This is an optimization exercise on Yosys and OpenROAD, whose aim is small area, not a production implementation.
The RTL was checked by simulation tests, not by an equivalence proof against the original design.
Power is estimated from default activity; no workload was simulated.

## fp16_approx_systolic_array
module fp16_approx_systolic_array #(
    parameter SIZE = 8,
    parameter APPROX_MULT_BITS = 6,
    parameter APPROX_ALIGN = 4
)(
    input wire clk,
    input wire rst_n,
    input wire enable,
    input wire acc_clear,
    input wire [15:0] a_in_0,
    input wire [15:0] a_in_1,
    input wire [15:0] a_in_2,
    input wire [15:0] a_in_3,
    input wire [15:0] a_in_4,
    input wire [15:0] a_in_5,
    input wire [15:0] a_in_6,
    input wire [15:0] a_in_7,
    input wire [15:0] w_in_0,
    input wire [15:0] w_in_1,
    input wire [15:0] w_in_2,
    input wire [15:0] w_in_3,
    input wire [15:0] w_in_4,
    input wire [15:0] w_in_5,
    input wire [15:0] w_in_6,
    input wire [15:0] w_in_7,
    output wire [15:0] acc_out_00,
    output wire [15:0] acc_out_01,
    output wire [15:0] acc_out_02,
    output wire [15:0] acc_out_03,
    output wire [15:0] acc_out_04,
    output wire [15:0] acc_out_05,
    output wire [15:0] acc_out_06,
    output wire [15:0] acc_out_07,
    output wire [15:0] acc_out_10,
    output wire [15:0] acc_out_11,
    output wire [15:0] acc_out_12,
    output wire [15:0] acc_out_13,
    output wire [15:0] acc_out_14,
    output wire [15:0] acc_out_15,
    output wire [15:0] acc_out_16,
    output wire [15:0] acc_out_17,
    output wire [15:0] acc_out_20,
    output wire [15:0] acc_out_21,
    output wire [15:0] acc_out_22,
    output wire [15:0] acc_out_23,
    output wire [15:0] acc_out_24,
    output wire [15:0] acc_out_25,
    output wire [15:0] acc_out_26,
    output wire [15:0] acc_out_27,
    output wire [15:0] acc_out_30,
    output wire [15:0] acc_out_31,
    output wire [15:0] acc_out_32,
    output wire [15:0] acc_out_33,
    output wire [15:0] acc_out_34,
    output wire [15:0] acc_out_35,
    output wire [15:0] acc_out_36,
    output wire [15:0] acc_out_37,
    output wire [15:0] acc_out_40,
    output wire [15:0] acc_out_41,
    output wire [15:0] acc_out_42,
    output wire [15:0] acc_out_43,
    output wire [15:0] acc_out_44,
    output wire [15:0] acc_out_45,
    output wire [15:0] acc_out_46,
    output wire [15:0] acc_out_47,
    output wire [15:0] acc_out_50,
    output wire [15:0] acc_out_51,
    output wire [15:0] acc_out_52,
    output wire [15:0] acc_out_53,
    output wire [15:0] acc_out_54,
    output wire [15:0] acc_out_55,
    output wire [15:0] acc_out_56,
    output wire [15:0] acc_out_57,
    output wire [15:0] acc_out_60,
    output wire [15:0] acc_out_61,
    output wire [15:0] acc_out_62,
    output wire [15:0] acc_out_63,
    output wire [15:0] acc_out_64,
    output wire [15:0] acc_out_65,
    output wire [15:0] acc_out_66,
    output wire [15:0] acc_out_67,
    output wire [15:0] acc_out_70,
    output wire [15:0] acc_out_71,
    output wire [15:0] acc_out_72,
    output wire [15:0] acc_out_73,
    output wire [15:0] acc_out_74,
    output wire [15:0] acc_out_75,
    output wire [15:0] acc_out_76,
    output wire [15:0] acc_out_77
);
For scale: about 22000 cells after synthesis, roughly 3200 flip-flops, roughly 1300 I/O pins, about 240000 sq um of cells after synthesis.
export LEC_CHECK = 0
export CAP_MARGIN = 10
export CORE_MARGIN = 2
export CORE_UTILIZATION = 75
export GPL_TIMING_DRIVEN = 0
export PLACE_DENSITY = 0.85
export SLEW_MARGIN = 10
create_clock -name core_clock -period 12.0 [get_ports {clk}]
standard.sh (not shown) runs the stock make flow with config.mk's settings and CLKGATE_MAP_FILE= SYNTH_SCRIPT=/design/flow/synth_recipe.tcl, a recipe that flattens the netlist after the stock synthesis.
==> flow/flow/run.sh <==
#!/bin/bash
# Own flow: the standard layout (standard.sh), with two changes in synthesis: Yosys's synth
# runs without its generic ABC pass (-noabc), and the final ABC technology mapping uses an
# area-oriented script (flow/area.abc) instead of ORFS's abc_speed/abc_area scripts. Everything
# else (the Yosys passes, the registers, and every layout step) is the standard flow's, except
# for the clock tree synthesis options (cts_args below), the port buffers' cell and buffer trees
# for the high-fanout signal nets, built before repair_design (flow/pre_resize.tcl).
set -euo pipefail
here=$(pwd)
# synth_recipe.tcl with the abc command's -script argument replaced
{
  cat <<TCL
proc abc {args} {
  set i [lsearch -exact \$args -script]
  if {\$i >= 0} { lset args [expr {\$i + 1}] {$here/flow/area.abc} }
  puts "own flow: abc -script [lindex \$args [expr {\$i + 1}]]"
  yosys abc {*}\$args
}
TCL
  head -n 1 synth_recipe.tcl
  # replaces synth_recipe.tcl's synth (its first line) with one that also skips the generic ABC
  # pass inside synth's fine stage, so that extract_fa sees the adders as written
  echo 'proc synth {args} { yosys synth -nofsm -noshare -noabc {*}$args }'
  tail -n +2 synth_recipe.tcl
} > own_synth.tcl
# clock tree: larger sink clusters and no dummy loads (fewer clock buffers)
cts_args="-sink_clustering_enable -repair_clock_nets -dont_use_dummy_load -sink_clustering_size 25 -sink_clustering_max_diameter 120"
bash standard.sh SYNTH_SCRIPT="$here/own_synth.tcl" synth > synth.log 2>&1
# every input and output port still gets its buffer, the smallest one (buf_1)
# before repair_design: buffer trees for the high-fanout nets (flow/pre_resize.tcl)
bash standard.sh SYNTH_SCRIPT="$here/own_synth.tcl" CTS_ARGS="$cts_args" \
  BUFFER_PORTS_ARGS="-buffer_cell sky130_fd_sc_hd__buf_1" PRE_RESIZE_TCL="$here/flow/pre_resize.tcl" \
  finish > layout.log 2>&1
Other scripts of this flow, unchanged in this note and not shown: flow/flow/area.abc, flow/flow/hf_tree.tcl, flow/flow/pre_resize.tcl
The starting point finished but failed the layout checks on antenna rules.
Then changed:
--- a/flow/config.mk
+++ b/flow/config.mk
@@ -10 +10 @@
-export CORE_UTILIZATION = 75
+export CORE_UTILIZATION = 70
@@ -12 +12 @@
-export PLACE_DENSITY = 0.85
+export PLACE_DENSITY = 0.8
Result: The changed run finished with timing, DRC and antenna clean. Synthesized cell count is unchanged. Clock power increases by about 0.7%. Worst setup slack got worse by 0.067 ns. Routed wire length falls by 1.5%. Register-to-register slack is about the same. Sequential share of layout area barely changes. Global-route usage came out lower by 3.5 points. Hold slack gains 0.016 ns. Flip-flop and latch count is unchanged. Clock-buffer cell count goes up by 2. Combinational power is lower by about 1%.

==> port drivers added, routing unchanged <==
How much do the figures lean on ideal ports? The routed layouts below were timed once more, with nothing changed but the port constraints. Step 1 assumes that a clkbuf_16 drives the clock port and a buf_2 every other input. Step 2 adds t to the input delays and takes it off the output delays; t is the mean of the earliest and latest rising clock arrival at the registers after step 1. Input paths then give back, and output paths get back, about the clock's delay inside the block. a / b / c = ideal ports / drivers / drivers and shift; a / b = the first two.
run | t, ns | setup slack, ns | worst data-port slew with drivers (ns)
the first run | 1.032 | 0.676 / 0.772 / -0.261 | 0.30
the second run | 1.049 | 0.609 / 0.712 / -0.337 | 0.27
The setup slack of the second run, which loses most, moves by +0.103 ns with the drivers and by -0.946 ns with both steps.
